==> flow/design.v (outline; a module is shown in full before it is edited, if it fits) <==
// module alu: 66 lines
// module row_mux: 3 lines
// module row_mux_or: 3 lines
// module mul_cs: 616 lines
// module csa_fa: 4 lines
// module csa_fx: 4 lines
// module csa_x2: 3 lines
// module csa_or: 3 lines
// module booth_row2: 4 lines
// module booth_row4: 4 lines
// module booth_row6: 4 lines
// module booth_row8: 4 lines
// module booth_row10: 4 lines
// module booth_row12: 4 lines
// module booth_row14: 4 lines
// module booth_row16: 4 lines
// module booth_row18: 4 lines
// module booth_row20: 4 lines
// module booth_row22: 4 lines
// module booth_row24: 4 lines
// module booth_row26: 4 lines
// module booth_row28: 4 lines
// module booth_row30: 4 lines
// module booth_row32: 4 lines
// module csa_xn: 3 lines
// module pfx_add: 540 lines
// module pfx_nand: 3 lines
// module pfx_nor: 3 lines
// module pfx_xnor: 3 lines
// module pfx_inv: 3 lines
// module pfx_aoi: 3 lines
// module pfx_oai: 3 lines
module alu #(parameter DATA_WIDTH = 32, OP = 3)
(
    input wire start,
    input wire clk,
    input wire reset_n,
    input wire [DATA_WIDTH - 1 : 0] A,
    input wire [DATA_WIDTH - 1 : 0] B,
    input wire [OP - 1 : 0] op,
    output wire [DATA_WIDTH - 1 : 0] result,
    output reg done
);
  // ...
==> flow/flow/run.sh <==
#!/bin/bash
# The standard layout flow (standard.sh: ORFS with the standard flow's config and standard synthesis),
# with these changes:
#  - after floorplan, prep.tcl sets combinational cells to drive strength 1 (and gives
#    registers with a large fanout a stronger drive), so that the resizer, which sees the
#    placement, chooses the sizes;
#    (prep.tcl also changes the full adders on the slowest paths to the faster fah_1 cell);
#  - the ports are buffered with buf_2 cells (ORFS would pick clkdlybuf4s50_1 delay cells);
#  - the clock tree is two levels of clkbuf_16 buffers: 4 driven by the clock port, 8 leaf
#    buffers each at the centre of a group of registers (clock_tree.tcl, run by ORFS's cts
#    step in place of TritonCTS);
#  - repair_timing aims at a setup slack margin of 5.1 ns.
set -e
export BUFFER_PORTS_ARGS="-buffer_cell sky130_fd_sc_hd__buf_2"
export PRE_CTS_TCL=$(pwd)/flow/clock_tree.tcl
export CLK_GROUPS=8
export CLK_ROOTS=4
bash standard.sh SETUP_SLACK_MARGIN=5.1 floorplan > standard_floorplan.log 2>&1
res=$(ls -d orfs/results/*/alu/base)
ODB_IN=$res/2_floorplan.odb SDC_IN=$res/2_floorplan.sdc FLOP_FANOUT=8 FAH_WINDOW=0.3 FAH_ROUNDS=1 \
  LIB_FILE=$FLOW_HOME/platforms/sky130hd/lib/sky130_fd_sc_hd__tt_025C_1v80.lib openroad -no_splash -exit flow/prep.tcl > prep.log 2>&1
bash standard.sh SETUP_SLACK_MARGIN=5.1 finish > standard.log 2>&1
==> flow/flow/clock_tree.tcl <==
# Clock tree built directly, in two levels: the clock port drives CLK_ROOTS clkbuf_16
# buffers, which drive CLK_GROUPS clkbuf_16 leaf buffers, each placed at the centre of one
# group of registers (the registers split by position) and driving that group's clock pins.
# Used in place of TritonCTS through the PRE_CTS_TCL hook of ORFS's cts step; the rest of the
# step (placement legalization, timing repair) runs as usual.
rename clock_tree_synthesis __orfs_clock_tree_synthesis
proc split_groups {items n} {
  set groups [list $items]
  set axis 0
  while {[llength $groups] < $n} {
    set new {}
    foreach g $groups {
      set g [lsort -integer -index $axis $g]
      set h [expr {[llength $g] / 2}]
      lappend new [lrange $g 0 [expr {$h - 1}]] [lrange $g $h end]
    }
    set groups $new
    set axis [expr {1 - $axis}]
  }
  return $groups
}
proc centre {g} {
  set sx 0; set sy 0
  foreach s $g { incr sx [lindex $s 0]; incr sy [lindex $s 1] }
  return [list [expr {$sx / [llength $g]}] [expr {$sy / [llength $g]}]]
}
proc clock_tree_synthesis {args} {
  set block [ord::get_db_block]
  set bufm [[ord::get_db] findMaster sky130_fd_sc_hd__clkbuf_16]
  set clknet [$block findNet clk]
  set sinks {}
  foreach it [$clknet getITerms] {
    set bb [[$it getInst] getBBox]
    lappend sinks [list [expr {([$bb xMin] + [$bb xMax]) / 2}] [expr {([$bb yMin] + [$bb yMax]) / 2}] $it]
  }
  # leaf buffers
  set leaves {}
  set i 0
  foreach g [split_groups $sinks $::env(CLK_GROUPS)] {
    lassign [centre $g] cx cy
    set buf [odb::dbInst_create $block $bufm "clkbuf_leaf_$i"]
    $buf setLocation $cx $cy
    $buf setPlacementStatus PLACED
    set net [odb::dbNet_create $block "clknet_leaf_$i"]
    $net setSigType CLOCK
    [$buf findITerm X] connect $net
    foreach s $g {
      set it [lindex $s 2]
      $it disconnect
      $it connect $net
    }
    lappend leaves [list $cx $cy [$buf findITerm A]]
    puts "clock leaf $i: [llength $g] registers at $cx $cy"
    incr i
  }
  # root buffers, driven by the clock port
  set i 0
  foreach g [split_groups $leaves $::env(CLK_ROOTS)] {
    lassign [centre $g] cx cy
    set buf [odb::dbInst_create $block $bufm "clkbuf_root_$i"]
    $buf setLocation $cx $cy
    $buf setPlacementStatus PLACED
    set net [odb::dbNet_create $block "clknet_root_$i"]
    $net setSigType CLOCK
    [$buf findITerm A] connect $clknet
    [$buf findITerm X] connect $net
    foreach s $g { [lindex $s 2] connect $net }
    puts "clock root $i: [llength $g] leaf buffers at $cx $cy"
    incr i
  }
  $clknet setSigType CLOCK
  global_connect
}
==> flow/flow/prep.tcl <==
# Runs on the floorplan database, before placement:
#  1. every combinational cell that synthesis gave a larger drive strength is set back to
#     its drive-1 version; the resizer, which sees the placement, sizes cells afterwards;
#  2. registers whose output drives more than FLOP_FANOUT pins get the drive-4 version of
#     their cell (same cell type, larger drive strength);
#  3. the full adders (fa_1) on the slowest register-to-register paths are changed to the
#     faster full-adder cell fah_1 (same function; its carry input pin is named CI).
read_db $::env(ODB_IN)
set db [ord::get_db]
set block [ord::get_db_block]
set n 0
set f 0
foreach inst [$block getInsts] {
  set m [$inst getMaster]
  set name [$m getName]
  if {[$m isSequential]} {
    if {[regexp {^(sky130_fd_sc_hd__dfxtp)_([0-9]+)$} $name -> base size]} {
      set q [$inst findITerm Q]
      set net [$q getNet]
      if {$net ne "NULL" && [llength [$net getITerms]] - 1 > $::env(FLOP_FANOUT)} {
        $inst swapMaster [$db findMaster ${base}_4]
        incr f
      }
    }
    continue
  }
  if {[regexp {^(sky130_fd_sc_hd__[a-z0-9]+)_([0-9]+)$} $name -> base size] && $size > 1} {
    if {[string match "*df*" $base] || [string match "*dl*" $base] || [string match "*clk*" $base]} { continue }
    set new [$db findMaster ${base}_1]
    if {$new ne "NULL"} { $inst swapMaster $new; incr n }
  }
}
puts "downsized $n instances, upsized $f registers"
read_liberty $::env(LIB_FILE)
read_sdc $::env(SDC_IN)
proc fa_to_fah {inst} {
  set block [ord::get_db_block]
  set fahm [[ord::get_db] findMaster sky130_fd_sc_hd__fah_1]
  set name [$inst getName]
  set conns {}
  foreach it [$inst getITerms] {
    set net [$it getNet]
    if {$net ne "NULL"} { lappend conns [[$it getMTerm] getName] $net }
  }
  odb::dbInst_destroy $inst
  set new [odb::dbInst_create $block $fahm $name]
  foreach {mt net} $conns {
    if {$mt eq "CIN"} { set mt CI }
    [$new findITerm $mt] connect $net
  }
}
set window $::env(FAH_WINDOW)
set rounds $::env(FAH_ROUNDS)
set total 0
for {set r 0} {$r < $rounds} {incr r} {
  set fas {}
  foreach inst [$block getInsts] {
    if {[[$inst getMaster] getName] eq "sky130_fd_sc_hd__fa_1"} {
      set nm [$inst getName]
      set s [expr {min([get_property [get_pins $nm/SUM] slack_max], [get_property [get_pins $nm/COUT] slack_max])}]
      lappend fas [list $s $inst]
    }
  }
  if {[llength $fas] == 0} { break }
  set fas [lsort -real -index 0 $fas]
  set worst [lindex $fas 0 0]
  set k 0
  foreach e $fas {
    if {[lindex $e 0] < $worst + $window} { fa_to_fah [lindex $e 1]; incr k }
  }
  incr total $k
  puts "round $r: worst fa slack $worst, changed $k full adders"
}
puts "changed $total full adders to fah_1"
report_checks -from [all_registers -clock_pins] -to [all_registers -data_pins] -format end
report_design_area
write_db $::env(ODB_IN)
==> flow/standard.sh <==
#!/bin/bash
# synth_recipe.tcl (not shown) runs the flow's synth.tcl, then flattens the netlist and writes it again
# the make line also repeats each setting of config.mk as NAME=value (left out here)
make -C /OpenROAD-flow-scripts/flow DESIGN_CONFIG=/design/flow/config.mk WORK_HOME=/design/flow/orfs CLKGATE_MAP_FILE= SYNTH_SCRIPT=/design/flow/synth_recipe.tcl "${@:-finish}"
==> flow/config.mk <==
export PLATFORM = sky130hd
export DESIGN_NAME = alu
export DESIGN_NICKNAME = alu
export VERILOG_FILES = /design/flow/design.v
export SDC_FILE = /design/flow/constraint.sdc
export NUM_CORES = 4
export LEC_CHECK = 0
export CAP_MARGIN = 20
export CORE_MARGIN = 2
export CORE_UTILIZATION = 45
export SETUP_SLACK_MARGIN = 5
export SLEW_MARGIN = 20
export SYNTH_HIERARCHICAL = 1
export SYNTH_MINIMUM_KEEP_SIZE = 0
==> flow/constraint.sdc <==
create_clock -name core_clock -period 9.5 [get_ports {clk}]
set_input_delay 1.9000 -clock core_clock [delete_from_list [all_inputs] [get_ports {clk}]]
set_output_delay 1.9000 -clock core_clock [all_outputs]
set_load 0.01 [all_outputs]
==> results.txt, run 1 <==
worst setup margin=5.20 ns; total number of vias=14,000; Yosys cell types=42; DR vias/cell=between 6 and 7; pin count of the biggest net entering global routing=65; Util after Layout=a little under half; Post-Place Cell Area=18,100 sq um; R2R depth=9; Hold WS=between 0.3 and 0.4 ns; part of the Yosys area used for sequential elements=around 17%; Detailed Route WL=57.1 mm; Initial Util=between 40% and 50%; startpoint types=register; final hold vios=0; Synth Net Count=just over 2,000; status=timing/DRC/antenna clean; Worst VDD drop=around 390 uV; sw power=3.73 mW; die width=203 um; sequential group power=~970 uW; XOR/XNOR Fraction of Synth Area=about a fifth; commonest non-fill, non-tap cells in the layout=xnor2_1, a22oi_1, nand2_1; die area=a little over 40,000 sq um; number of enable-type register cells in the synthesized netlist=0; biggest regs=a_r (32), x_r (32), y_r (32); layout cell share with drive strength beyond 1=around 11%; Tcrit/Tclk final=a little under half; crit path capture type=primary output; drt pass-1 iters=7; asr flop ratio synth=roughly 1.3%; placed cells=about 2,300; global-route wire length before repair=around 87 mm
==> inputs of run 2 (changes only) <==
==> flow/flow/run.sh (replaced) <==
#!/bin/bash
# The standard layout flow (standard.sh: ORFS with the standard flow's config and standard synthesis),
# with these changes:
#  - after floorplan, prep.tcl sets combinational cells to drive strength 1 (and gives
#    registers with a large fanout a stronger drive), so that the resizer, which sees the
#    placement, chooses the sizes;
#  - the ports are buffered with buf_2 cells (ORFS would pick clkdlybuf4s50_1 delay cells);
#  - the clock tree is two levels of clkbuf_16 buffers: 4 driven by the clock port, 8 leaf
#    buffers each at the centre of a group of registers (clock_tree.tcl, run by ORFS's cts
#    step in place of TritonCTS);
#  - repair_timing aims at a setup slack margin of 5.1 ns.
set -e
export BUFFER_PORTS_ARGS="-buffer_cell sky130_fd_sc_hd__buf_2"
export PRE_CTS_TCL=$(pwd)/flow/clock_tree.tcl
export CLK_GROUPS=8
export CLK_ROOTS=4
bash standard.sh SETUP_SLACK_MARGIN=5.1 floorplan > standard_floorplan.log 2>&1
ODB_IN=$(ls -d orfs/results/*/alu/base)/2_floorplan.odb FLOP_FANOUT=8 openroad -no_splash -exit flow/prep.tcl > prep.log 2>&1
bash standard.sh SETUP_SLACK_MARGIN=5.1 finish > standard.log 2>&1
==> flow/flow/prep.tcl (replaced) <==
# Runs on the floorplan database, before placement:
#  1. every combinational cell that synthesis gave a larger drive strength is set back to
#     its drive-1 version; the resizer, which sees the placement, sizes cells afterwards;
#  2. registers whose output drives more than FLOP_FANOUT pins get the drive-4 version of
#     their cell (same cell type, larger drive strength).
read_db $::env(ODB_IN)
set db [ord::get_db]
set block [ord::get_db_block]
set n 0
set f 0
foreach inst [$block getInsts] {
  set m [$inst getMaster]
  set name [$m getName]
  if {[$m isSequential]} {
    if {[regexp {^(sky130_fd_sc_hd__dfxtp)_([0-9]+)$} $name -> base size]} {
      set q [$inst findITerm Q]
      set net [$q getNet]
      if {$net ne "NULL" && [llength [$net getITerms]] - 1 > $::env(FLOP_FANOUT)} {
        $inst swapMaster [$db findMaster ${base}_4]
        incr f
      }
    }
    continue
  }
  if {[regexp {^(sky130_fd_sc_hd__[a-z0-9]+)_([0-9]+)$} $name -> base size] && $size > 1} {
    if {[string match "*df*" $base] || [string match "*dl*" $base] || [string match "*clk*" $base]} { continue }
    set new [$db findMaster ${base}_1]
    if {$new ne "NULL"} { $inst swapMaster $new; incr n }
  }
}
puts "downsized $n instances, upsized $f registers"
write_db $::env(ODB_IN)
==> run 2 against run 1 <==
  * Hold slack barely moved
  * Critical path type is now reg2reg
  * Utilization decreased by 2.2 points
  * Register-to-register slack about the same
  * Combinational power shrank 13%
  * Critical path depth is 1 higher
  * Sequential power up 1%
  * Sequential share of layout area up 0.88 points
  * Critical endpoint is now y_r[29]
  * Maximum frequency increased by 1.3%
  * Die area is the same
  * Synthesized area is the same
  * Cell count is essentially flat
  * Clock power decreased by 4.5%
  * Still clean
==> results.txt, run 2 <==
Synth Net Count=2,020 (unchanged); Yosys top cell area share=22.1%; I/O pin total=just over 100; core area=38,800 sq um; Die Ht=around 200 um; leakage=just over 6 nW; most common cell after layout, fill and taps aside=xnor2_1; YS warnings=7; Critical Path Most Common Cell=fa_1; commonest non-fill, non-tap cells in the layout=xnor2_1, a22oi_1, fa_1; clock skew=approximately 0.021 ns; Clk pin slew, worst setup/hold paths=~0.080 ns; asr flop ratio synth=1.32% (unchanged); unrepaired setup endpoints after global routing=true; max-cap violation count=0; vias in the first global route=14,300; IO Port Bufs=102; worst setup margin=5.25 ns (+0.0544 ns); pin count of the biggest net entering global routing=70 (+7.7%); Final TNS setup=0 ns; Synth Area in Adders=about 22%; fmax=approximately 240 MHz; global-route wire length before repair=85.6 mm (-2.0%); fin crit period=~4.2 ns; pwr dens=430 nW/um^2; overall routing resource usage=a little over a quarter; Hold Path Class=reg2reg; Initial Util=45.7% (unchanged); WL per Instance=24.2 um; number of antenna violations at the first check in global routing=0; DR vias/cell=6.03 (-0.55%); CP Class=reg2reg; placed cells=2,291 (+0.044%); cells along the critical path=a22oi_1 > xnor2_1 > fa_1 > fa_1 > fa_1 > fa_1 > fa_1 > fa_1 > xnor2_1 > o21ai_1; total number of vias=13,900 (-0.51%); syn_area_per_cell=between 10 and 15 sq um; GP Congestion=~0.93; Synth Area in Compound Gates=26.7%; Syn Inst Count=1,754; Rel. slew slack=about 33%; drt drc=0; Mapped Area=~18,000 sq um; Slowest Stage Delay on Critical Path=approximately 0.67 ns; DRT iter0 DRCs=1,580; top_reg_cell synth=dfxtp_1; startpoint types=register; die width=203 um (unchanged); part of the Yosys area used for sequential elements=17.1% (unchanged); final hold vios=0 (unchanged); status=timing/DRC/antenna clean; Synth Area in Simple Gates=under 10%; Synth Register Bits=roughly 150; dpl hpwl=between 30 and 40 mm; Core Rows=slightly above 70; Yosys cell types=42 (unchanged); Final #Nets=2,053; pre-CTS WS=5.08 ns; crit path capture type=register; final antenna-violating net count=0; layout cell share with drive strength beyond 1=12.4% (+1.0 points); number of enable-type register cells in the synthesized netlist=0 (unchanged); PnR Total Power=roughly 7.6 mW; Post-Place Cell Area=17,100 sq um (-5.2%); antenna fix cells=0; Tcrit/Tclk final=44.7% (-0.57 points); Util after Layout=45.7% (-2.2 points); Layout fillers=approximately 3,700; drt pass-1 iters=6 (-1); CP max stage cell=dfxtp_4; CP arrival=around 4.4 ns; grt ovf=0; biggest regs=a_r (32), x_r (32), y_r (32); area leader, netlist=fa_1; fin cells=~2,300; XOR/XNOR Fraction of Synth Area=21.0% (unchanged); final setup fails=0; post-route cell area=about 18,000 sq um; Detailed Route WL=55.6 mm (-2.6%); Clock Latency Late Sink=between 0.2 and 0.3 ns; peak fanout along the critical path=28; die area=41,000 sq um (unchanged); Slew Limit Fails=0; Critical Path RT=between 9 and 10 ns; most common cell in the netlist=xnor2_1; area grow syn2layout=-0.134%; Commonest cells post-synth=xnor2_1, fa_1, nand2_1, dfxtp_1, a22oi_2; multiplexer share of the synthesized area=0%; Hold WS=0.356 ns (+0.000313 ns); worst-margin pin slew=slightly above 1 ns; Area contributors post-synth=fa_1, xnor2_1, dfxtp_1; largest family of logic cells by synthesized area=compound AO/OA/AOI/OAI gates; Worst VDD drop=418 uV (+8.3%)
## run 2: cell counts after synthesis
No cell type changed its count.
## run 2: modules after synthesis (local to each module, per instance), excerpt
module | times used | flip-flops and latches
booth_row16 | 1 | 0
row_mux_or | 21 | 0
booth_row26 | 1 | 0
csa_xn | 58 | 0
booth_row8 | 1 | 0
booth_row14 | 1 | 0
alu | 1 | 151
booth_row6 | 1 | 0
pfx_nand | 78 | 0
## run 2: path summary, 6_finish.rpt
kind                           from  endpoint  slack (ns)  cells after the start
setup / recovery             a_r[5]   y_r[29]        5.25                     10
hold / removal             done_reg      done        0.36                      0
setup reg to reg             a_r[5]   y_r[29]        5.25                     10
hold reg to reg            done_reg      done        0.36                      0
max in group asynchronous   reset_n      done        8.01                      1
min in group asynchronous   reset_n  done_reg        1.39                      1
## run 2: cell type report
class | instances | area [sq um] | share of cell area, %
multi-input combinational | 1466 | 12800 | 72.2
timing repair buffer | 128 | 717 | 4.04
inverter | 28 | 105 | 0.593
buffer | 12 | 300 | 1.69
tap | 518 | 648 | 3.66
sequential | 151 | 3150 | 17.8
## run 2: timing repair
| item | CTS | global route |
|---|---|---|
| gates resized for setup | 1 | 51 |
| hold buffers | 0 | 0 |
| endpoints found under the setup margin | 2 | 32 |
| setup buffers | 0 | 0 |
## run 2: per-layer routing
metal | vias up | part of all wire, % | global-route usage (%)
met1 | 6793 | 40 | 35.4
met5 | - | 0 | 0
met2 | 814 | 47 | 44.3
li1 | 6115 | - | -
met4 | 0 | 3.9 | 9.65
met3 | 166 | 9.1 | 3.87
## run 2: worst max-delay path: cells and delay by family (launching register included)
kind / cells / cell delay, ns
DFF: 1 / 0.67
adders and majority gates: 6 / 2.67
xor gates and xnor gates: 2 / 0.51
AOI/OAI and AO/OA: 2 / 0.27
## run 2: power breakdown
part	internal, mW	switching, mW
Clock	0.226	0.200
Combinational	3.01	3.20
Sequential	0.762	0.218
Total	4.00	3.62
## run 2: cell families after synthesis
kind of cell	Yosys count
xor gates and xnor gates	426
other	1
DFF	151
buffers and inverters	137
and+or+nand+nor	292
adders and majority gates	196
AOI/OAI and AO/OA	551
==> inputs of run 3 (changes only) <==
--- a/flow/config.mk
+++ b/flow/config.mk
@@ -7,7 +7,7 @@
 export LEC_CHECK = 0
 export CAP_MARGIN = 20
 export CORE_MARGIN = 2
-export CORE_UTILIZATION = 45
+export CORE_UTILIZATION = 55
 export SETUP_SLACK_MARGIN = 5
 export SLEW_MARGIN = 20
 export SYNTH_HIERARCHICAL = 1
==> run 3 against run 2 <==
  * Combinational power is essentially flat
  * Cell count shrank 5.0%
  * Utilization grew 10 points
  * Global-route usage grew 6.5 points
  * Largest power group unchanged
==> results.txt, run 3 <==
status=timing/DRC/antenna clean; Synth Register Bits=151 (unchanged); area grow syn2layout=-0.775%; Clk pin slew, worst setup/hold paths=0.10 ns (+0.02 ns); GP Congestion=0.943 (+1.0%); commonest non-fill, non-tap cells in the layout=xnor2_1, a22oi_1, fa_1; overall routing resource usage=33.2% (+6.5 points); Layout fillers=2,913 (-21%); layout cell share with drive strength beyond 1=12.7% (+0.22 points); number of antenna violations at the first check in global routing=0 (unchanged); multi-input combinational cell area=12,800 sq um (about the same); part of the Yosys area used for sequential elements=17.1% (unchanged); peak fanout along the critical path=4 (-86%); Worst path top cell family by delay=simple AND/OR/NAND/NOR gates; Hold Path Class=reg2reg; dpl hpwl=39.0 mm (+0.80%); CP bufs+invs=1 (+1); DR vias/cell=6.37 (+5.7%); IO Port Bufs=102 (unchanged); top_reg_cell synth=dfxtp_1; Area contributors post-synth=fa_1, xnor2_1, dfxtp_1; Final #Nets=2,053 (unchanged); Critical Path RT=7.60 ns (-2.05 ns); Syn Inst Count=1,754 (unchanged); Worst VDD drop=493 uV (+18%); drt pass-1 iters=6 (unchanged); Final TNS setup=0 ns (unchanged); WL per Instance=25.8 um (+6.9%); die width=184 um (-9.4%); core area=31,600 sq um (-19%); R2R depth=10 (unchanged); Core Rows=65 (-9.7%); CP Depth=9 (-1); clock skew=0.0359 ns (+0.0146 ns); number of enable-type register cells in the synthesized netlist=0 (unchanged); unrepaired setup endpoints after global routing=true; final setup fails=0 (unchanged); Detailed Route WL=56.5 mm (+1.6%); max-cap violation count=0 (unchanged); leakage=6.22 nW (-0.17%); CP Class=reg2out; R2R setup slack=5.26 ns (about the same); Hold Path Stages=0 (unchanged); syn_area_per_cell=10.1 sq um (unchanged); Synth Net Count=2,020 (unchanged); I/O pin total=103 (unchanged); global-route wire length before repair=85.2 mm (-0.37%); DRT iter0 DRCs=1,377 (-13%); final antenna-violating net count=0 (unchanged); fmax=232 MHz (-1.3%); most common cell after layout, fill and taps aside=xnor2_1; asr flop ratio synth=1.32% (unchanged); final hold vios=0 (unchanged); Slew Limit Fails=0 (unchanged); Tcrit/Tclk final=45.3% (+0.58 points); Clock Latency Late Sink=0.30 ns (about the same); vias in the first global route=14,000 (-1.6%); crit path capture type=primary output; total number of vias=13,900 (+0.39%); antenna fix cells=0 (unchanged); CP max stage cell=nor2_1; startpoint types=register; cells along the critical path=xnor2_2 > nor2_1 > nand2_1 > nor2_1 > nand2_1 > o21ai_1 > xor2_1 > nor2_1 > buf_2; fin crit period=4.30 ns (+0.0547 ns); pwr dens=434 nW/um^2 (+1.1%); Mapped Area=17,700 sq um (unchanged); Yosys cell types=42 (unchanged); Rel. slew slack=35.9% (+3.2 points); YS warnings=7 (unchanged); pin count of the biggest net entering global routing=70 (unchanged); Commonest cells post-synth=xnor2_1, fa_1, nand2_1, dfxtp_1, a22oi_2; area leader, netlist=fa_1; worst-margin pin slew=0.960 ns (-0.0486 ns); die area=33,700 sq um (-18%); most common cell in the netlist=xnor2_1; grt ovf=0 (unchanged); Reg area=3160 sq um (+0.20%); drt drc=0 (unchanged); CP arrival=2.40 ns (-2.00 ns); biggest regs=a_r (32), x_r (32), y_r (32); Yosys top cell area share=22.1% (unchanged); PnR Total Power=7.65 mW (+0.41%); hold-fix buffer count after cts=0 (unchanged); Initial Util=56.1% (+10 points); Die Ht=184 um (-9.4%); Slowest Stage Delay on Critical Path=0.40 ns (-0.27 ns); Critical Path Most Common Cell=nor2_1
-- run 3: cell types whose count changed in the layout (fill, tap and decap cells not counted), moves of 2 or more --
| cell | previous run | this run |
|---|---|---|
| xnor2_1 | 358 | 362 |
| a21oi_1 | 54 | 49 |
| buf_8 | 0 | 2 |
| xnor2_2 | 30 | 25 |
| buf_4 | 23 | 20 |
| a21oi_2 | 3 | 7 |
| dfxtp_1 | 106 | 103 |
| dfxtp_2 | 16 | 18 |
-- run 3: per-module statistics from Yosys (local to each module, per instance), a selection --
module / cells inside / cell area [sq um] / flops+latches / times used
booth_row10: 23 / 243 / 0 / 1
booth_row12: 27 / 262 / 0 / 1
booth_row14: 32 / 299 / 0 / 1
booth_row16: 37 / 369 / 0 / 1
booth_row18: 42 / 413 / 0 / 1
booth_row26: 61 / 632 / 0 / 1
pfx_inv: 1 / 3.75 / 0 / 11
pfx_xnor: 1 / 8.76 / 0 / 32
-- run 3: area by class of cell --
type | count | share of cell area (%)
well taps | 402 | 2.86
multi-input cells | 1466 | 72.7
flip-flops and latches | 151 | 17.9
plain buffers | 12 | 1.71
repair buffers | 128 | 4.18
inverters | 28 | 0.597
-- run 3: worst reg2reg max path, cell delays in order, from the launching register on --
cell	delay, ns
dfxtp_4	0.68
a22oi_1	0.21
xnor2_1	0.18
fa_1	0.49
fa_1	0.47
fa_1	0.46
fa_1	0.39
fa_1	0.51
fa_1	0.46
xnor2_1	0.19
o21ai_1	0.08
-- run 3: kinds of logic after synthesis --
family          after synthesis  share of synthesized area [%]
compound gates              551                           26.7
xor+xnor                    426                           21.0
fa+ha+maj                   196                           22.1
buf+inv                     137                           6.12
flops                       151                           17.1
other cells                   1                         0.0211
simple gates                292                           6.95
-- run 3: repair_timing --
item / 4_1_cts / 5_1_grt
setup buffers: 0 / 1
endpoints found under the setup margin: 4 / 30
gates resized for setup: 3 / 59
-- run 3: final timing paths --
kind | start | to
min in group asynchronous | reset_n | done_reg
hold / removal | done_reg | done
setup reg to reg | a_r[2] | y_r[30]
max in group asynchronous | reset_n | done
setup / recovery | y_r[11] | result[17]
hold reg to reg | done_reg | done
-- run 3: power breakdown --
part | leakage (nW) | internal [mW] | switching (mW) | total [mW]
combinational | 4.79 | 3.00 | 3.24 | 6.24
sequential | 1.29 | 0.762 | 0.213 | 0.975
clock | 0.148 | 0.226 | 0.211 | 0.437
-- run 3: per-stage QoR --
step / util, % / hold slack, ns / area [sq um] / worst slack, ns / instances
finish: 55.7 / 0.390 / 17600 / 5.20 / 2187
global route: 55.7 / 0.412 / 17600 / 5.08 / 2187
CTS: 54.7 / 0.377 / 17300 / 5.08 / 2186
detailed placement: 53.7 / 0.377 / 17000 / 4.99 / 2174
global placement: 53.7 / 0.332 / 17000 / 4.94 / 2174
floorplan: - / 0.331 / 17700 / 5.13 / 1754
-- run 3: per-layer routing --
| metal | routed length, um | up-vias | share of wire, % | global-route usage, % |
|---|---|---|---|---|
| met3 | 4820 | 155 | 8.5 | 5.63 |
| met2 | 26600 | 764 | 47 | 55.3 |
| li1 | - | 6122 | - | - |
| met1 | 22700 | 6901 | 40 | 43.1 |
| met5 | 0 | - | 0 | 0 |
| met4 | 2340 | 0 | 4.1 | 13.2 |
==> inputs of run 4 (changes only) <==
--- a/flow/flow/run.sh
+++ b/flow/flow/run.sh
@@ -5,14 +5,14 @@
 #    registers with a large fanout a stronger drive), so that the resizer, which sees the
 #    placement, chooses the sizes;
 #  - the ports are buffered with buf_2 cells (ORFS would pick clkdlybuf4s50_1 delay cells);
-#  - the clock tree is two levels of clkbuf_16 buffers: 4 driven by the clock port, 8 leaf
+#  - the clock tree is two levels of clkbuf_16 buffers: 4 driven by the clock port, 12 leaf
 #    buffers each at the centre of a group of registers (clock_tree.tcl, run by ORFS's cts
 #    step in place of TritonCTS);
 #  - repair_timing aims at a setup slack margin of 5.1 ns.
 set -e
 export BUFFER_PORTS_ARGS="-buffer_cell sky130_fd_sc_hd__buf_2"
 export PRE_CTS_TCL=$(pwd)/flow/clock_tree.tcl
-export CLK_GROUPS=8
+export CLK_GROUPS=12
 export CLK_ROOTS=4
 bash standard.sh SETUP_SLACK_MARGIN=5.1 floorplan > standard_floorplan.log 2>&1
 ODB_IN=$(ls -d orfs/results/*/alu/base)/2_floorplan.odb FLOP_FANOUT=8 openroad -no_splash -exit flow/prep.tcl > prep.log 2>&1
--- a/flow/config.mk
+++ b/flow/config.mk
@@ -7,7 +7,7 @@
 export LEC_CHECK = 0
 export CAP_MARGIN = 20
 export CORE_MARGIN = 2
-export CORE_UTILIZATION = 55
+export CORE_UTILIZATION = 45
 export SETUP_SLACK_MARGIN = 5
 export SLEW_MARGIN = 20
 export SYNTH_HIERARCHICAL = 1
==> run 4 against run 3 <==
  * Register-to-register slack is essentially flat
  * Critical path type unchanged
  * Clock power up 39%
  * Combinational power is 0.6% lower
  * Highest routed layer unchanged
  * Total power grew 1.9%
==> results.txt, run 4 <==
Synth Area in Simple Gates=6.95% (unchanged); antenna fix cells=0 (unchanged); grt ovf=0 (unchanged); fin cells=2,311 (+5.7%); total number of vias=13,900 (-0.65%); unrepaired setup endpoints after global routing=true; Mapped Area=17,700 sq um (unchanged); pin count of the biggest net entering global routing=70 (unchanged); fin crit period=4.24 ns (-0.0591 ns); Commonest cells post-synth=xnor2_1, fa_1, nand2_1, dfxtp_1, a22oi_2; asr flop ratio synth=1.32% (unchanged); post-route cell area=17,900 sq um (+1.8%); GP Congestion=0.933 (-1.0%); CP arrival=2.34 ns (-0.06 ns); max-cap violation count=0 (unchanged); worst-margin pin slew=1.01 ns (+0.0475 ns); vias in the first global route=14,300 (+2.1%); multiplexer share of the synthesized area=0% (unchanged); final hold vios=0 (unchanged); Final TNS setup=0 ns (unchanged); largest family of logic cells by synthesized area=compound AO/OA/AOI/OAI gates; part of the Yosys area used for sequential elements=17.1% (unchanged); Hold WS=0.351 ns (-0.0383 ns); Rel. slew slack=32.8% (-3.2 points); worst setup margin=5.26 ns (+0.0591 ns); WL per Instance=24.2 um (-6.3%); status=timing/DRC/antenna clean; Clk pin slew, worst setup/hold paths=0.06 ns (-0.04 ns); DRT iter0 DRCs=1,529 (+11%); Synth Register Bits=151 (unchanged); Synth Area in Compound Gates=26.7% (unchanged); top_reg_cell synth=dfxtp_1; leakage=6.33 nW (+1.8%); clock skew=0.0184 ns (-0.0175 ns); pre-CTS WS=5.08 ns (+0.0929 ns); peak fanout along the critical path=4 (unchanged); drt pass-1 iters=6 (unchanged); CP bufs+invs=1 (unchanged); area leader, netlist=fa_1; Syn Inst Count=1,754 (unchanged); Worst path top cell family by delay=simple AND/OR/NAND/NOR gates; syn_area_per_cell=10.1 sq um (unchanged); final setup fails=0 (unchanged); Detailed Route WL=55.9 mm (-1.0%); biggest regs=a_r (32), x_r (32), y_r (32); Worst VDD drop=430 uV (-13%); crit path capture type=primary output; fmax=236 MHz (+1.4%); global-route wire length before repair=85.9 mm (+0.72%); placed cells=2,291 (+5.4%); I/O pin total=103 (unchanged); Tcrit/Tclk final=44.7% (-0.62 points); Post-Place Cell Area=17,100 sq um (+0.90%); startpoint types=register; most common cell in the netlist=xnor2_1; dpl hpwl=38.7 mm (-0.79%); Util after Layout=46.2% (-9.5 points); Hold Path Class=reg2reg; IO Port Bufs=102 (unchanged); Initial Util=45.7% (-10 points); layout cell share with drive strength beyond 1=12.7% (+0.055 points); number of enable-type register cells in the synthesized netlist=0 (unchanged); Slowest Stage Delay on Critical Path=0.33 ns (-0.07 ns); CP Class=reg2out; Area contributors post-synth=fa_1, xnor2_1, dfxtp_1; DR vias/cell=5.99 (-6.0%); XOR/XNOR Fraction of Synth Area=21.0% (unchanged); number of antenna violations at the first check in global routing=0 (unchanged); setup bufs post-CTS=0 (unchanged); Yosys top cell area share=22.1% (unchanged); Slew Limit Fails=0 (unchanged); area grow syn2layout=0.980%; YS warnings=7 (unchanged); drt drc=0 (unchanged); overall routing resource usage=26.8% (-6.4 points); cells along the critical path=xnor2_2 > nor2_1 > nand2_1 > nor2_1 > nand2_1 > o21ai_1 > xor2_1 > nor2_1 > buf_2; commonest non-fill, non-tap cells in the layout=xnor2_1, a22oi_1, fa_1; hold-fix buffer count after cts=0 (unchanged); Synth Net Count=2,020 (unchanged); most common cell after layout, fill and taps aside=xnor2_1; PnR Total Power=7.79 mW (+1.9%); die width=203 um (+10%); die area=41,000 sq um (+22%); Critical Path Most Common Cell=nor2_1; Core Rows=72 (+11%); Clock Latency Late Sink=0.30 ns (about the same); Die Ht=203 um (+10%); Yosys cell types=42 (unchanged); Synth Area in Adders=22.1% (unchanged); pwr dens=435 nW/um^2 (+0.11%); CP max stage cell=dfxtp_1; Critical Path RT=7.60 ns (about the same); final antenna-violating net count=0 (unchanged); core area=38,800 sq um (+23%); Final #Nets=2,061 (+0.39%)
==> run 4: cell types whose count changed in the layout (fill, tap and decap cells not counted), sizes merged <==
cell / change
clkbuf: +8
==> run 4: kinds of logic (layout without fill, tap and decap cells) <==
logic type	after synthesis	count (layout)
AND/OR/NAND/NOR	292	292
XOR/XNOR	426	426
other	1	1
flip-flops	151	151
buffers and inverters	137	176
adder cells (fa/ha/maj)	196	196
AO/OA/AOI/OAI	551	551
==> run 4: where the power goes <==
part	switching, mW	internal [mW]
registers	0.218	0.764
logic	3.20	3.01
clock network	0.238	0.370
total	3.65	4.14
==> run 4: worst paths after layout <==
path / from / end / slack, ns / depth (start not counted)
max reg2reg: nneg_r[0] / y_r[30] / 5.27 / 10
max: y_r[12] / result[19] / 5.26 / 9
max in group asynchronous: reset_n / done / 8.02 / 1
min reg2reg: done_reg / done / 0.35 / 0
min: done_reg / done / 0.35 / 0
min in group asynchronous: reset_n / done_reg / 1.39 / 1
==> run 4: cell type report <==
cell class              instances  area, sq um
multi-input cells            1466        12800
fillers                      3682        20900
plain buffers                  20          500
flip-flops and latches        151         3150
inverters                      28          105
repair buffers                128          717
well taps                     518          648
==> run 4: timing repair <==
item / CTS / global route
gates cloned: 0 / 0
gates resized for setup: 1 / 49
setup endpoints to repair: 2 / 31
pin swaps: 0 / 1
==> run 4: Yosys stat by module, one instance, submodules excluded, a selection <==
module       cells inside  area [sq um]  flip-flops and latches  times used
booth_row4              9          76.3                       0           1
pfx_inv                 1          3.75                       0          11
booth_row2              4          33.8                       0           1
pfx_xnor                1          8.76                       0          32
booth_row30            70           606                       0           1
booth_row28            65           654                       0           1
booth_row20            46           434                       0           1
mul_cs                  1          3.75                       0           1
csa_or                  1          6.26                       0           8
csa_fa                  1          20.0                       0         196
booth_row8             18           148                       0           1
pfx_oai                 1          5.00                       0          78
row_mux_or              1          12.5                       0          21
row_mux                 1          5.00                       0          43
pfx_aoi                 1          8.76                       0          57
==> run 4: layer usage <==
metal	GRT usage [%]	vias to the layer above	wire length (um)
li1	-	6129	-
met1	35.5	6766	22400
met2	44.0	774	26000
met3	4.19	183	5180
met4	10.6	0	2410
met5	0	-	0
==> inputs of run 5 (changes only) <==
==> flow/flow/run.sh (replaced) <==
#!/bin/bash
# The standard layout flow (standard.sh: ORFS with the standard flow's config and standard synthesis),
# with these changes:
#  - after floorplan, prep.tcl sets combinational cells to drive strength 1 (and gives
#    registers with a large fanout a stronger drive), so that the resizer, which sees the
#    placement, chooses the sizes;
#  - the ports are buffered with buf_2 cells (ORFS would pick clkdlybuf4s50_1 delay cells);
#  - the clock tree is two levels of clkbuf_16 buffers: 4 driven by the clock port, 8 leaf
#    buffers each at the centre of a group of registers (clock_tree.tcl, run by ORFS's cts
#    step in place of TritonCTS);
#  - repair_timing aims at a setup slack margin of 5.2 ns.
set -e
export BUFFER_PORTS_ARGS="-buffer_cell sky130_fd_sc_hd__buf_2"
export PRE_CTS_TCL=$(pwd)/flow/clock_tree.tcl
export CLK_GROUPS=8
export CLK_ROOTS=4
bash standard.sh SETUP_SLACK_MARGIN=5.2 floorplan > standard_floorplan.log 2>&1
ODB_IN=$(ls -d orfs/results/*/alu/base)/2_floorplan.odb FLOP_FANOUT=8 openroad -no_splash -exit flow/prep.tcl > prep.log 2>&1
bash standard.sh SETUP_SLACK_MARGIN=5.2 finish > standard.log 2>&1
==> run 5 against run 4 <==
  * Still clean
  * Worst setup slack improved by 0.013 ns
  * Clock power decreased by about 30%
  * Hold slack improved by 0.0064 ns
  * Sequential share of layout area decreased by 0.15 points
==> results.txt, run 5 <==
fin cells=2,317 (+0.26%); Worst path top cell family by delay=simple AND/OR/NAND/NOR gates; IO Port Bufs=102 (unchanged); WL per Instance=24.6 um (+1.4%); status=timing/DRC/antenna clean; leakage=6.38 nW (+0.73%); CP arrival=2.33 ns (about the same); peak fanout along the critical path=4 (unchanged); most common cell in the netlist=xnor2_1; Syn Inst Count=1,754 (unchanged); Synth Register Bits=151 (unchanged); Reg area=3160 sq um (+0.20%); die width=203 um (unchanged); Core Rows=72 (unchanged); top_reg_cell synth=dfxtp_1; unrepaired setup endpoints after global routing=true; Commonest cells post-synth=xnor2_1, fa_1, nand2_1, dfxtp_1, a22oi_2; fin crit period=4.23 ns (-0.0130 ns); Worst R2R Start=bone_r[2]; Die Ht=203 um (unchanged); final hold vios=0 (unchanged); overall routing resource usage=26.7% (-0.16 points); Rel. slew slack=33.3% (+0.55 points); placed cells=2,291 (unchanged); Util after Layout=46.6% (+0.48 points); part of the Yosys area used for sequential elements=17.1% (unchanged); pin count of the biggest net entering global routing=70 (unchanged); worst setup margin=5.27 ns (+0.0130 ns); CP bufs+invs=1 (unchanged); asr flop ratio synth=1.32% (unchanged); fmax=236 MHz (+0.31%); commonest non-fill, non-tap cells in the layout=xnor2_1, a22oi_1, fa_1; Area contributors post-synth=fa_1, xnor2_1, dfxtp_1; R2R setup slack=5.35 ns (+0.08 ns); drt pass-1 iters=6 (unchanged); Worst VDD drop=419 uV (-2.5%); worst-margin pin slew=0.999 ns (-0.00827 ns); Critical Path RT=7.60 ns (about the same); cells along the critical path=xnor2_2 > nor2_1 > nand2_1 > nor2_1 > nand2_1 > o21ai_1 > xor2_1 > nor2_1 > buf_2; startpoint types=register; syn_area_per_cell=10.1 sq um (unchanged); post-route cell area=18,100 sq um (+1.0%); Tcrit/Tclk final=44.5% (-0.14 points); hold-fix buffer count after cts=0 (unchanged); max-cap violation count=0 (unchanged); global-route wire length before repair=85.5 mm (-0.45%); grt ovf=0 (unchanged); core area=38,800 sq um (unchanged); PnR Total Power=7.69 mW (-1.3%); I/O pin total=103 (unchanged); dpl hpwl=38.7 mm (unchanged); antenna fix cells=0 (unchanged); YS warnings=7 (unchanged); Hold Path Class=reg2reg; crit path capture type=primary output; final setup fails=0 (unchanged); Detailed Route WL=56.9 mm (+1.7%); biggest regs=a_r (32), x_r (32), y_r (32); layout cell share with drive strength beyond 1=14.3% (+1.6 points); Clock Latency Late Sink=0.29 ns (about the same); Yosys top cell area share=22.1% (unchanged); Slew Limit Fails=0 (unchanged); clock skew=0.0196 ns (+0.00124 ns); most common cell after layout, fill and taps aside=xnor2_1; Clk pin slew, worst setup/hold paths=0.09 ns (+0.03 ns); pwr dens=425 nW/um^2 (-2.4%); number of enable-type register cells in the synthesized netlist=0 (unchanged); Initial Util=45.7% (unchanged); hold path startpoint=done_reg; multi-input combinational cell area=12,900 sq um (+1.0%); pre-CTS WS=5.08 ns (unchanged); Mapped Area=17,700 sq um (unchanged); CP Class=reg2out; die area=41,000 sq um (unchanged); Layout fillers=3,667 (-0.41%); Crit. Startpoint=y_r[11]; total number of vias=14,000 (+1.2%); DR vias/cell=6.05 (+0.91%); Slowest Stage Delay on Critical Path=0.34 ns (about the same); Yosys cell types=42 (unchanged); area leader, netlist=fa_1; final antenna-violating net count=0 (unchanged); CP max stage cell=dfxtp_1; GP Congestion=0.933 (unchanged); Critical Path Most Common Cell=nor2_1; Post-Place Cell Area=17,100 sq um (unchanged); drt drc=0 (unchanged); number of antenna violations at the first check in global routing=0 (unchanged); Synth Net Count=2,020 (unchanged); vias in the first global route=14,200 (-0.50%); Final #Nets=2,067 (+0.29%); Hold WS=0.358 ns (+0.00636 ns); area grow syn2layout=2.03%; DRT iter0 DRCs=1,376 (-10%); Final TNS setup=0 ns (unchanged)
run 5: cell counts after synthesis:
Identical to the previous run, type by type.
run 5: area by class of cell:
class | instances | share of cell area, %
inverters | 28 | 0.580
flip-flops and latches | 151 | 17.4
repair buffers | 142 | 5.35
plain buffers | 12 | 1.66
well taps | 518 | 3.58
multi-input cells | 1466 | 71.4
run 5: final timing paths:
kind,to,depth (start not counted)
min in group asynchronous,done_reg,1
max reg2reg,y_r[30],11
min reg2reg,done,0
min,done,0
max,result[19],9
max in group asynchronous,done,1
run 5: power breakdown:
group | leakage, nW | switching (mW) | internal (mW) | total, mW
registers | 1.29 | 0.222 | 0.762 | 0.984
clock network | 0.148 | 0.199 | 0.226 | 0.425
logic | 4.95 | 3.22 | 3.07 | 6.28
run 5: timing repair:
item,in CTS,in global routing
endpoints found under the setup margin,5,41
resized for setup,4,89
buffers inserted,0,14
pin swaps,0,7
run 5: kinds of logic after synthesis:
logic type,count (synthesis),share of synthesized area (%)
AND/OR/NAND/NOR,292,6.95
AO/OA/AOI/OAI,551,26.7
buffers and inverters,137,6.12
other,1,0.0211
XOR/XNOR,426,21.0
flip-flops,151,17.1
adder cells (fa/ha/maj),196,22.1
run 5: per-layer routing:
metal | global-route usage [%] | part of all wire (%)
met5 | 0 | 0
met3 | 3.77 | 9.4
met2 | 44.3 | 47
met4 | 9.75 | 4.3
met1 | 35.4 | 40
run 5: modules after synthesis (local to each module, per instance), a selection:
module	times used	flops+latches	cells inside	area, sq um
booth_row20	1	0	46	434
booth_row26	1	0	61	632
pfx_nand	78	0	1	3.75
booth_row4	1	0	9	76.3
row_mux_or	21	0	1	12.5
booth_row16	1	0	37	369
booth_row6	1	0	13	104
row_mux	43	0	1	5.00
booth_row32	1	0	74	591
pfx_aoi	57	0	1	8.76
pfx_inv	11	0	1	3.75
booth_row14	1	0	32	299
pfx_oai	78	0	1	5.00
run 5: worst reg2reg max path, delay by kind of cell, from the launching register on:
family	cells	cell delay, ns
AO/OA/AOI/OAI	2	0.26
XOR/XNOR	2	0.39
adder cells (fa/ha/maj)	6	2.73
flip-flops	1	0.33
buffers and inverters	1	0.32
==> inputs of run 6 (changes only) <==
--- a/flow/flow/run.sh
+++ b/flow/flow/run.sh
@@ -8,12 +8,12 @@
 #  - the clock tree is two levels of clkbuf_16 buffers: 4 driven by the clock port, 8 leaf
 #    buffers each at the centre of a group of registers (clock_tree.tcl, run by ORFS's cts
 #    step in place of TritonCTS);
-#  - repair_timing aims at a setup slack margin of 5.2 ns.
+#  - repair_timing aims at a setup slack margin of 5.4 ns.
 set -e
 export BUFFER_PORTS_ARGS="-buffer_cell sky130_fd_sc_hd__buf_2"
 export PRE_CTS_TCL=$(pwd)/flow/clock_tree.tcl
 export CLK_GROUPS=8
 export CLK_ROOTS=4
-bash standard.sh SETUP_SLACK_MARGIN=5.2 floorplan > standard_floorplan.log 2>&1
+bash standard.sh SETUP_SLACK_MARGIN=5.4 floorplan > standard_floorplan.log 2>&1
 ODB_IN=$(ls -d orfs/results/*/alu/base)/2_floorplan.odb FLOP_FANOUT=8 openroad -no_splash -exit flow/prep.tcl > prep.log 2>&1
-bash standard.sh SETUP_SLACK_MARGIN=5.2 finish > standard.log 2>&1
+bash standard.sh SETUP_SLACK_MARGIN=5.4 finish > standard.log 2>&1
==> run 6 against run 5 <==
  * Hold slack lost 0.00072 ns
  * Via count grew 4.1%
  * Largest power group unchanged
  * Worst setup slack improved by 0.13 ns
  * Utilization increased by 4.1 points
  * Wire length is 7.6% higher
  * Sequential cell count stayed put
==> results.txt, run 6 <==
Initial Util=45.7% (unchanged); drt drc=0 (unchanged); pwr dens=411 nW/um^2 (-3.3%); syn_area_per_cell=10.1 sq um (unchanged); peak fanout along the critical path=4 (unchanged); Worst R2R Start=bone_r[0]; CP arrival=2.20 ns (-0.13 ns); R2R setup slack=5.49 ns (+0.14 ns); Final #Nets=2,143 (+3.7%); startpoint types=register; final setup fails=0 (unchanged); most common cell after layout, fill and taps aside=xnor2_1; commonest non-fill, non-tap cells in the layout=xnor2_1, a22oi_1, fa_1; Critical Path RT=7.60 ns (about the same); CP Class=reg2out; number of antenna violations at the first check in global routing=0 (unchanged); Detailed Route WL=61.2 mm (+7.6%); GP Congestion=0.933 (unchanged); layout cell share with drive strength beyond 1=24.5% (+10 points); top_reg_cell synth=dfxtp_1; Mapped Area=17,700 sq um (unchanged); biggest regs=a_r (32), x_r (32), y_r (32); Core Rows=72 (unchanged); Tcrit/Tclk final=43.2% (-1.4 points); DRT iter0 DRCs=1,672 (+22%); Crit. Startpoint=x_r[4]; total number of vias=14,600 (+4.1%); Critical Path Sink=result[16]; DR vias/cell=6.10 (+0.79%); Syn Inst Count=1,754 (unchanged); Final TNS setup=0 ns (unchanged); Yosys cell types=42 (unchanged); PnR Total Power=8.08 mW (+5.1%); global-route wire length before repair=86.4 mm (+1.1%); number of enable-type register cells in the synthesized netlist=0 (unchanged); Hold WS=0.357 ns (-0.000722 ns); WL per Instance=25.6 um (+4.2%); core area=38,800 sq um (unchanged); max-cap violation count=0 (unchanged); worst-margin pin slew=1.05 ns (+0.0473 ns); Slew Limit Fails=0 (unchanged); final hold vios=0 (unchanged); Synth Net Count=2,020 (unchanged); R2R depth=12 (+1); area grow syn2layout=10.9%; fin crit period=4.10 ns (-0.132 ns); vias in the first global route=14,300 (+0.54%); most common cell in the netlist=xnor2_1; overall routing resource usage=27.1% (+0.38 points); Layout fillers=3,512 (-4.2%); pin count of the biggest net entering global routing=70 (unchanged); asr flop ratio synth=1.32% (unchanged); dpl hpwl=38.7 mm (unchanged); unrepaired setup endpoints after global routing=true; Clk pin slew, worst setup/hold paths=0.08 ns (about the same); crit path capture type=primary output; IO Port Bufs=102 (unchanged); final antenna-violating net count=0 (unchanged); Rel. slew slack=30.2% (-3.2 points); area leader, netlist=fa_1; grt ovf=0 (unchanged); part of the Yosys area used for sequential elements=17.1% (unchanged); Die Ht=203 um (unchanged); YS warnings=7 (unchanged); Worst VDD drop=423 uV (+1.0%); I/O pin total=103 (unchanged); status=timing/DRC/antenna clean; Reg-to-Reg End=y_r[20]; fmax=244 MHz (+3.2%); Commonest cells post-synth=xnor2_1, fa_1, nand2_1, dfxtp_1, a22oi_2; die width=203 um (unchanged); Hold Path Class=reg2reg; Synth Register Bits=151 (unchanged); antenna fix cells=0 (unchanged); leakage=6.99 nW (+9.6%); drt pass-1 iters=7 (+1); clock skew=0.0214 ns (+0.00182 ns); Area contributors post-synth=fa_1, xnor2_1, dfxtp_1; die area=41,000 sq um (unchanged); Yosys top cell area share=22.1% (unchanged); Clock Latency Late Sink=0.29 ns (about the same)
[run 6: cell families after synthesis]
group / after synthesis / synth area share (%)
AND/OR/NAND/NOR: 292 / 6.95
XOR/XNOR: 426 / 21.0
AO/OA/AOI/OAI: 551 / 26.7
other: 1 / 0.0211
flip-flops: 151 / 17.1
adder cells (fa/ha/maj): 196 / 22.1
buffers and inverters: 137 / 6.12
[run 6: repair_timing]
action / CTS / global route
gates resized for setup: 32 / 265
buffers inserted: 4 / 76
cloned: 0 / 10
pin swaps: 0 / 66
hold buffers: 0 / 0
endpoints found under the setup margin: 28 / 39
hold endpoints to repair: 0 / 0
[run 6: worst min-delay path by stage]
stage	to	startpoint	slack, ns	depth (start not counted)
after global placement	done	done_reg	0.34	0
after CTS	done	done_reg	0.34	0
after global routing	done	done_reg	0.37	0
final	done	done_reg	0.36	0
after floorplan	done	done_reg	0.33	0
after detailed placement	done	done_reg	0.34	0
[run 6: metal layers]
metal	track usage, %	wire, um	part of all wire [%]	vias up
li1	-	-	-	6321
met1	36.0	23500	38	7077
met2	44.2	28000	46	966
met3	3.80	6070	9.9	225
met4	11.4	3630	5.9	0
met5	0	0	0	-
[run 6: where the power goes]
group	switching, mW	total (mW)	internal, mW	leakage [nW]
clock network	0.201	0.427	0.226	0.148
logic	3.38	6.66	3.28	5.55
registers	0.233	0.998	0.765	1.30
total	3.82	8.08	4.27	6.99
[run 6: layout make-up]
class | instances | area, sq um | share of cell area (%)
sequential | 151 | 3240 | 16.5
tap | 518 | 648 | 3.29
inverter | 28 | 105 | 0.534
buffer | 12 | 300 | 1.53
timing repair buffer | 218 | 1940 | 9.85
multi-input combinational | 1466 | 13500 | 68.3
[run 6: critical path: stages, from the launching register on]
cell and delay (ns):
dfxtp_1 0.35, xnor2_2 0.19, nor2_2 0.22, nand2_1 0.16, nor2_1 0.20, nand2_1 0.12, o21ai_2 0.23, xor2_1 0.21
nor2_1 0.06, buf_2 0.18
[run 6: modules after synthesis, one instance, submodules excluded, excerpt]
| module | flip-flops and latches | times used | cells |
|---|---|---|---|
| booth_row12 | 0 | 1 | 27 |
| booth_row10 | 0 | 1 | 23 |
| csa_or | 0 | 8 | 1 |
| booth_row20 | 0 | 1 | 46 |
| booth_row6 | 0 | 1 | 13 |
| alu | 151 | 1 | 418 |
| booth_row2 | 0 | 1 | 4 |
| booth_row16 | 0 | 1 | 37 |
| pfx_nand | 0 | 78 | 1 |
| booth_row24 | 0 | 1 | 55 |
[run 6: through the flow]
stage               worst slack [ns]  instances  util, %  area [sq um]
CTS                             5.34       2307     45.4         17600
floorplan                       5.41       1754        -         17800
finish                          5.40       2393     50.7         19700
detailed placement              5.08       2291     44.1         17100
global route                    5.26       2393     50.7         19700
global placement                5.13       2291     44.1         17100
==> inputs of run 7 (changes only) <==
--- a/flow/flow/run.sh
+++ b/flow/flow/run.sh
@@ -8,12 +8,12 @@
 #  - the clock tree is two levels of clkbuf_16 buffers: 4 driven by the clock port, 8 leaf
 #    buffers each at the centre of a group of registers (clock_tree.tcl, run by ORFS's cts
 #    step in place of TritonCTS);
-#  - repair_timing aims at a setup slack margin of 5.4 ns.
+#  - repair_timing aims at a setup slack margin of 5.0 ns.
 set -e
 export BUFFER_PORTS_ARGS="-buffer_cell sky130_fd_sc_hd__buf_2"
 export PRE_CTS_TCL=$(pwd)/flow/clock_tree.tcl
 export CLK_GROUPS=8
 export CLK_ROOTS=4
-bash standard.sh SETUP_SLACK_MARGIN=5.4 floorplan > standard_floorplan.log 2>&1
+bash standard.sh SETUP_SLACK_MARGIN=5.0 floorplan > standard_floorplan.log 2>&1
 ODB_IN=$(ls -d orfs/results/*/alu/base)/2_floorplan.odb FLOP_FANOUT=8 openroad -no_splash -exit flow/prep.tcl > prep.log 2>&1
-bash standard.sh SETUP_SLACK_MARGIN=5.4 finish > standard.log 2>&1
+bash standard.sh SETUP_SLACK_MARGIN=5.0 finish > standard.log 2>&1
==> run 7 against run 6 <==
  * Still clean on timing, DRC and antenna
  * Sequential share of layout area increased by 1.4 points
  * Critical endpoint is now y_r[28]
  * Via count decreased by 5.4%
  * Critical path type is now reg2reg
  * Largest cell class unchanged
  * Sequential cell count did not move
  * Sequential power fell by 3.0%
  * Critical path depth is 2 higher
  * Wire length fell by 9.0%
  * Hold slack worse by 0.00080 ns
  * Maximum frequency is 6.8% lower
==> results.txt, run 7 <==
GP Congestion=0.933 (unchanged); fin cells=2,303 (-3.8%); Commonest cells post-synth=xnor2_1, fa_1, nand2_1, dfxtp_1, a22oi_2; dpl hpwl=38.7 mm (unchanged); DR vias/cell=5.99 (-1.7%); peak fanout along the critical path=19 (+15); number of antenna violations at the first check in global routing=0 (unchanged); final antenna-violating net count=0 (unchanged); grt ovf=0 (unchanged); vias in the first global route=14,300 (-0.42%); final hold vios=0 (unchanged); Critical Path Most Common Cell=fa_1; Reg area=3150 sq um (-2.9%); core area=38,800 sq um (unchanged); Die Ht=203 um (unchanged); cells along the critical path=buf_4 > a22oi_1 > xnor2_1 > fa_1 > fa_1 > fa_1 > fa_1 > fa_1 > or2_1 > xnor2_1 > o21ai_1; hold-fix buffer count after cts=0 (unchanged); Hold Path Class=reg2reg; Synth Register Bits=151 (unchanged); number of enable-type register cells in the synthesized netlist=0 (unchanged); Layout fillers=3,685 (+4.9%); antenna fix cells=0 (unchanged); top_reg_cell synth=dfxtp_1; Clk pin slew, worst setup/hold paths=0.08 ns (about the same); leakage=6.18 nW (-12%); setup bufs post-CTS=0 (-4); Final TNS setup=0 ns (unchanged); crit path capture type=register; Initial Util=45.7% (unchanged); Yosys top cell area share=22.1% (unchanged); DRT iter0 DRCs=1,630 (-2.5%); biggest regs=a_r (32), x_r (32), y_r (32); multi-input combinational cell area=12,700 sq um (-5.6%); total number of vias=13,800 (-5.4%); pin count of the biggest net entering global routing=70 (unchanged); most common cell in the netlist=xnor2_1; part of the Yosys area used for sequential elements=17.1% (unchanged); Top Layer Used=met4; Mapped Area=17,700 sq um (unchanged); I/O pin total=103 (unchanged); max-cap violation count=0 (unchanged); unrepaired setup endpoints after global routing=true; Synth Net Count=2,020 (unchanged); Slowest Stage Delay on Critical Path=0.67 ns (+0.32 ns); Slew Limit Fails=0 (unchanged); drt drc=0 (unchanged); worst setup margin=5.10 ns (-0.301 ns); pre-CTS WS=5.08 ns (unchanged); startpoint types=register; pwr dens=430 nW/um^2 (+4.7%); CP Class=reg2reg; CP max stage cell=dfxtp_1; fin crit period=4.40 ns (+0.301 ns); Syn Inst Count=1,754 (unchanged); IO Port Bufs=102 (unchanged); Area contributors post-synth=fa_1, xnor2_1, dfxtp_1; met2 WL post-DR=26.2 mm (-6.7%); syn_area_per_cell=10.1 sq um (unchanged); global-route wire length before repair=85.6 mm (-0.99%); Rel. slew slack=32.7% (+2.5 points); area grow syn2layout=-0.789%; most common cell after layout, fill and taps aside=xnor2_1; YS warnings=7 (unchanged); Yosys cell types=42 (unchanged); asr flop ratio synth=1.32% (unchanged); die area=41,000 sq um (unchanged); worst-margin pin slew=1.01 ns (-0.0376 ns); met1 wire length=22.5 mm (-4.0%); final setup fails=0 (unchanged); layout cell share with drive strength beyond 1=11.4% (-13 points); placed cells=2,291 (unchanged); drt pass-1 iters=8 (+1); Final #Nets=2,053 (-4.2%); Critical Path RT=9.65 ns (+2.05 ns); die width=203 um (unchanged); area leader, netlist=fa_1; Detailed Route WL=55.7 mm (-9.0%); clock skew=0.0215 ns (+0.0000159 ns); commonest non-fill, non-tap cells in the layout=xnor2_1, a22oi_1, fa_1; WL per Instance=24.2 um (-5.5%); Core Rows=72 (unchanged); status=timing/DRC/antenna clean; Routed met3 length=4.87 mm (-20%); Clock Latency Late Sink=0.29 ns (about the same); fmax=227 MHz (-6.8%); Worst VDD drop=420 uV (-0.85%); CP arrival=4.55 ns (+2.35 ns); overall routing resource usage=26.7% (-0.38 points); Tcrit/Tclk final=46.3% (+3.2 points)
## run 7: worst paths after layout
path | start | endpoint | slack [ns] | depth (start not counted)
setup / recovery | bone_r[3] | y_r[28] | 5.10 | 11
max in group asynchronous | reset_n | done | 8.01 | 1
hold reg to reg | done_reg | done | 0.36 | 0
hold / removal | done_reg | done | 0.36 | 0
setup reg to reg | bone_r[3] | y_r[28] | 5.10 | 11
min in group asynchronous | reset_n | done_reg | 1.39 | 1
## run 7: cells by family after synthesis
group,count (synthesis),synth area share [%]
AO/OA/AOI/OAI,551,26.7
XOR/XNOR,426,21.0
adder cells (fa/ha/maj),196,22.1
buffers and inverters,137,6.12
flip-flops,151,17.1
other,1,0.0211
AND/OR/NAND/NOR,292,6.95
## run 7: modules after synthesis, one instance, submodules excluded, a selection
| module | cells | flip-flops and latches | copies in the design |
|---|---|---|---|
| booth_row8 | 18 | 0 | 1 |
| booth_row14 | 32 | 0 | 1 |
| booth_row2 | 4 | 0 | 1 |
| booth_row10 | 23 | 0 | 1 |
| csa_xn | 1 | 0 | 58 |
| pfx_aoi | 1 | 0 | 57 |
| row_mux | 1 | 0 | 43 |
| row_mux_or | 1 | 0 | 21 |
| csa_or | 1 | 0 | 8 |
| pfx_nand | 1 | 0 | 78 |
| booth_row20 | 46 | 0 | 1 |
| pfx_xnor | 1 | 0 | 32 |
| booth_row16 | 37 | 0 | 1 |
| mul_cs | 1 | 0 | 1 |
## run 7: layout make-up
type                            count  area share, %
Multi-Input combinational cell   1466           72.1
Inverter                           28          0.597
Tap cell                          518           3.68
Buffer                             12           1.71
Sequential cell                   151           17.9
Timing Repair Buffer              128           4.01
## run 7: power by group
part	total [mW]	internal, mW	leakage [nW]	switching, mW
Clock	0.427	0.226	0.148	0.201
Combinational	6.18	2.99	4.75	3.19
Sequential	0.968	0.761	1.28	0.207
Total	7.57	3.97	6.18	3.60
## run 7: critical path, delay by kind of cell, from the launching register on
kind	cells	cell delay (ns)
and+or+nand+nor	1	0.27
buffers and inverters	1	0.39
xor gates and xnor gates	2	0.40
DFF	1	0.67
adders and majority gates	5	2.30
AOI/OAI and AO/OA	2	0.23
## run 7: routing by layer
| metal | vias to the layer above | global-route usage (%) |
|---|---|---|
| met2 | 766 | 44.3 |
| li1 | 6110 | - |
| met3 | 160 | 3.87 |
| met4 | 0 | 9.65 |
| met5 | - | 0 |
| met1 | 6761 | 35.4 |
## run 7: metrics by stage
step	hold WS [ns]	cell area, sq um	util [%]	power, mW
final	0.356	17600	45.4	7.57
after global routing	0.374	17600	45.4	8.23
after CTS	0.344	17400	44.9	7.44
after detailed placement	0.344	17100	44.1	7.09
after global placement	0.337	17100	44.1	7.02
after floorplan	0.331	17700	-	6.11
## run 7: timing repair
action,4_1_cts,5_1_grt
endpoints found under the setup margin,0,16
resized for setup,0,30
hold endpoints to repair,0,0
==> inputs of run 8 (changes only) <==
--- a/flow/flow/run.sh
+++ b/flow/flow/run.sh
@@ -8,12 +8,12 @@
 #  - the clock tree is two levels of clkbuf_16 buffers: 4 driven by the clock port, 8 leaf
 #    buffers each at the centre of a group of registers (clock_tree.tcl, run by ORFS's cts
 #    step in place of TritonCTS);
-#  - repair_timing aims at a setup slack margin of 5.0 ns.
+#  - repair_timing aims at a setup slack margin of 5 ns.
 set -e
 export BUFFER_PORTS_ARGS="-buffer_cell sky130_fd_sc_hd__buf_2"
 export PRE_CTS_TCL=$(pwd)/flow/clock_tree.tcl
 export CLK_GROUPS=8
 export CLK_ROOTS=4
-bash standard.sh SETUP_SLACK_MARGIN=5.0 floorplan > standard_floorplan.log 2>&1
+bash standard.sh SETUP_SLACK_MARGIN=5 floorplan > standard_floorplan.log 2>&1
 ODB_IN=$(ls -d orfs/results/*/alu/base)/2_floorplan.odb FLOP_FANOUT=8 openroad -no_splash -exit flow/prep.tcl > prep.log 2>&1
-bash standard.sh SETUP_SLACK_MARGIN=5.0 finish > standard.log 2>&1
+bash standard.sh SETUP_SLACK_MARGIN=5 finish > standard.log 2>&1
==> flow/flow/prep.tcl (replaced) <==
# Set every combinational cell that synthesis gave a larger drive strength back to its
# drive-1 version; placement's repair_design and repair_timing then size cells for the
# actual loads and wires. Registers and other sequential cells are left as they are.
read_db $::env(ODB_IN)
set db [ord::get_db]
set n 0
foreach inst [[ord::get_db_block] getInsts] {
  set m [$inst getMaster]
  set name [$m getName]
  if {[$m isSequential]} { continue }
  if {[regexp {^(sky130_fd_sc_hd__[a-z0-9]+)_([0-9]+)$} $name -> base size] && $size > 1} {
    if {[string match "*df*" $base] || [string match "*dl*" $base] || [string match "*clk*" $base]} { continue }
    set new [$db findMaster ${base}_1]
    if {$new ne "NULL"} {
      $inst swapMaster $new
      incr n
    }
  }
}
puts "downsized $n instances"
write_db $::env(ODB_IN)
==> run 8 against run 7 <==
  * Sequential cell count did not move
  * Still clean
  * Critical path type is now reg2out
  * Critical path depth is 2 lower
  * Die area unchanged
  * Worst setup slack gained 0.032 ns
  * Sequential share of layout area decreased by 0.47 points
  * Synthesized area unchanged
  * Clock power is 0.9% higher
  * Hold slack got worse by 0.0076 ns
==> results.txt, run 8 <==
Clk pin slew, worst setup/hold paths=0.09 ns (about the same); CP arrival=2.47 ns (-2.08 ns); global-route wire length before repair=87.7 mm (+2.5%); unrepaired setup endpoints after global routing=true; GRT met2 Usage=44.5% (+0.12 points); area grow syn2layout=-1.08%; placed cells=2,308 (+0.74%); Synth Net Count=2,020 (unchanged); number of enable-type register cells in the synthesized netlist=0 (unchanged); Worst VDD drop=538 uV (+28%); M3 GR Usage=5.15% (+1.3 points); worst-margin pin slew=0.932 ns (-0.0760 ns); clock skew=0.0336 ns (+0.0122 ns); DR vias/cell=6.07 (+1.3%); fmax=229 MHz (+0.74%); Worst R2R Start=btwo_r[7]; Commonest cells post-synth=xnor2_1, fa_1, nand2_1, dfxtp_1, a22oi_2; number of antenna violations at the first check in global routing=1 (+1); WL per Instance=24.9 um (+2.8%); max-cap violation count=0 (unchanged); total number of vias=14,100 (+2.1%); grt met1 use=36.7% (+1.3 points); Synth Register Bits=151 (unchanged); Slew Limit Fails=0 (unchanged); drt pass-1 iters=6 (-2); I/O pin total=103 (unchanged); top_reg_cell synth=dfxtp_1; overall routing resource usage=27.7% (+0.99 points); Yosys cell types=42 (unchanged); status=timing/DRC/antenna clean; Syn Inst Count=1,754 (unchanged); Tcrit/Tclk final=46.0% (-0.34 points); Crit. Startpoint=x_r[9]; final setup fails=0 (unchanged); grt ovf=0 (unchanged); most common cell after layout, fill and taps aside=xnor2_1; layout cell share with drive strength beyond 1=10.6% (-0.83 points); GP Congestion=0.950 (+1.8%); part of the Yosys area used for sequential elements=17.1% (unchanged); Rel. slew slack=37.8% (+5.1 points); crit path capture type=primary output; dpl hpwl=38.7 mm (about the same); drt drc=0 (unchanged); Initial Util=45.7% (unchanged); Core Rows=72 (unchanged); final hold vios=0 (unchanged); pwr dens=436 nW/um^2 (+1.3%); DRT iter0 DRCs=1,496 (-8.2%); syn_area_per_cell=10.1 sq um (unchanged); asr flop ratio synth=1.32% (unchanged); Clock Latency Late Sink=0.30 ns (about the same); Final TNS setup=0 ns (unchanged); Hold WS=0.349 ns (-0.00762 ns); Util after Layout=45.2% (-0.13 points); Yosys top cell area share=22.1% (unchanged); Final #Nets=2,070 (+0.83%); core area=38,800 sq um (unchanged); Hold Path Class=reg2reg; Die Ht=203 um (unchanged); Critical Path RT=7.60 ns (-2.05 ns); CP Class=reg2out; pin count of the biggest net entering global routing=70 (unchanged); Area contributors post-synth=fa_1, xnor2_1, dfxtp_1; Mapped Area=17,700 sq um (unchanged); area leader, netlist=fa_1; vias in the first global route=14,400 (+0.85%); leakage=6.19 nW (+0.22%); Detailed Route WL=57.7 mm (+3.5%); busiest grt layer=met2; biggest regs=a_r (32), x_r (32), y_r (32); hold path startpoint=done_reg
[run 8: cell types whose count changed in the layout (fill, tap and decap cells not counted), moves of 8 or more]
cell	previous run	this run
buf_4	26	42
dfxtp_1	112	131
dfxtp_2	10	18
dfxtp_4	27	0
xnor2_1	369	381
xnor2_2	20	8
[run 8: logic make-up (layout without fill, tap and decap cells)]
kind of cell    Yosys count  after routing  share of synthesized area [%]
other cells               1              1                         0.0211
flops                   151            151                           17.1
simple gates            292            292                           6.95
xor+xnor                426            426                           21.0
compound gates          551            551                           26.7
fa+ha+maj               196            196                           22.1
buf+inv                 137            185                           6.12
[run 8: report_power, final]
group,leakage (nW),internal [mW],switching (mW)
logic,4.77,2.97,3.34
registers,1.28,0.764,0.141
clock network,0.148,0.226,0.205
[run 8: worst paths after layout]
check / end / slack, ns / cells after the start
max reg2reg: y_r[30] / 5.14 / 10
min: done / 0.35 / 0
min in group asynchronous: done / 1.38 / 1
min reg2reg: done / 0.35 / 0
max: result[31] / 5.13 / 9
max in group asynchronous: done_reg / 8.01 / 1
[run 8: timing repair]
item                                   in CTS  in global routing
gates resized for setup                     0                 27
setup buffers                               0                  0
setup endpoints to repair                   0                 23
endpoints found under the hold margin       0                  0
[run 8: final cells by class]
cell class	instances	area [sq um]
plain buffers	12	300
inverters	28	105
multi-input cells	1466	12600
well taps	518	648
fillers	3813	21300
flip-flops and latches	151	3060
repair buffers	145	837
[run 8: per-layer routing]
layer,up-vias,share of wire [%]
met1,6949,40
met5,-,0.023
met2,835,46
met3,154,9.5
met4,2,4.4
li1,6146,-
[run 8: metrics by stage]
stage	cell area, sq um	power [mW]	worst slack [ns]
after floorplan	17700	6.11	5.13
after global placement	17200	7.04	5.12
after detailed placement	17200	7.13	5.09
after CTS	17500	7.48	5.09
after global routing	17600	8.28	4.92
final	17600	7.65	5.13
[run 8: critical path, stage by stage, from the launching register on]
cell,delay [ns]
dfxtp_1,0.33
xnor2_1,0.45
nor2_1,0.16
a21oi_1,0.28
o21ai_1,0.14
a21oi_1,0.20
o21ai_1,0.18
xor2_1,0.20
nor2_1,0.11
buf_2,0.13
[run 8: modules after synthesis (local to each module, per instance), excerpt]
module       copies in the design  cells inside  cell area, sq um
csa_or                          8             1              6.26
booth_row32                     1            74               591
booth_row22                     1            51               510
csa_fa                        196             1              20.0
booth_row16                     1            37               369
booth_row28                     1            65               654
pfx_nand                       78             1              3.75
booth_row26                     1            61               632
alu                             1           418              4750
booth_row12                     1            27               262
booth_row30                     1            70               606
booth_row14                     1            32               299
booth_row24                     1            55               439
booth_row18                     1            42               413
booth_row20                     1            46               434
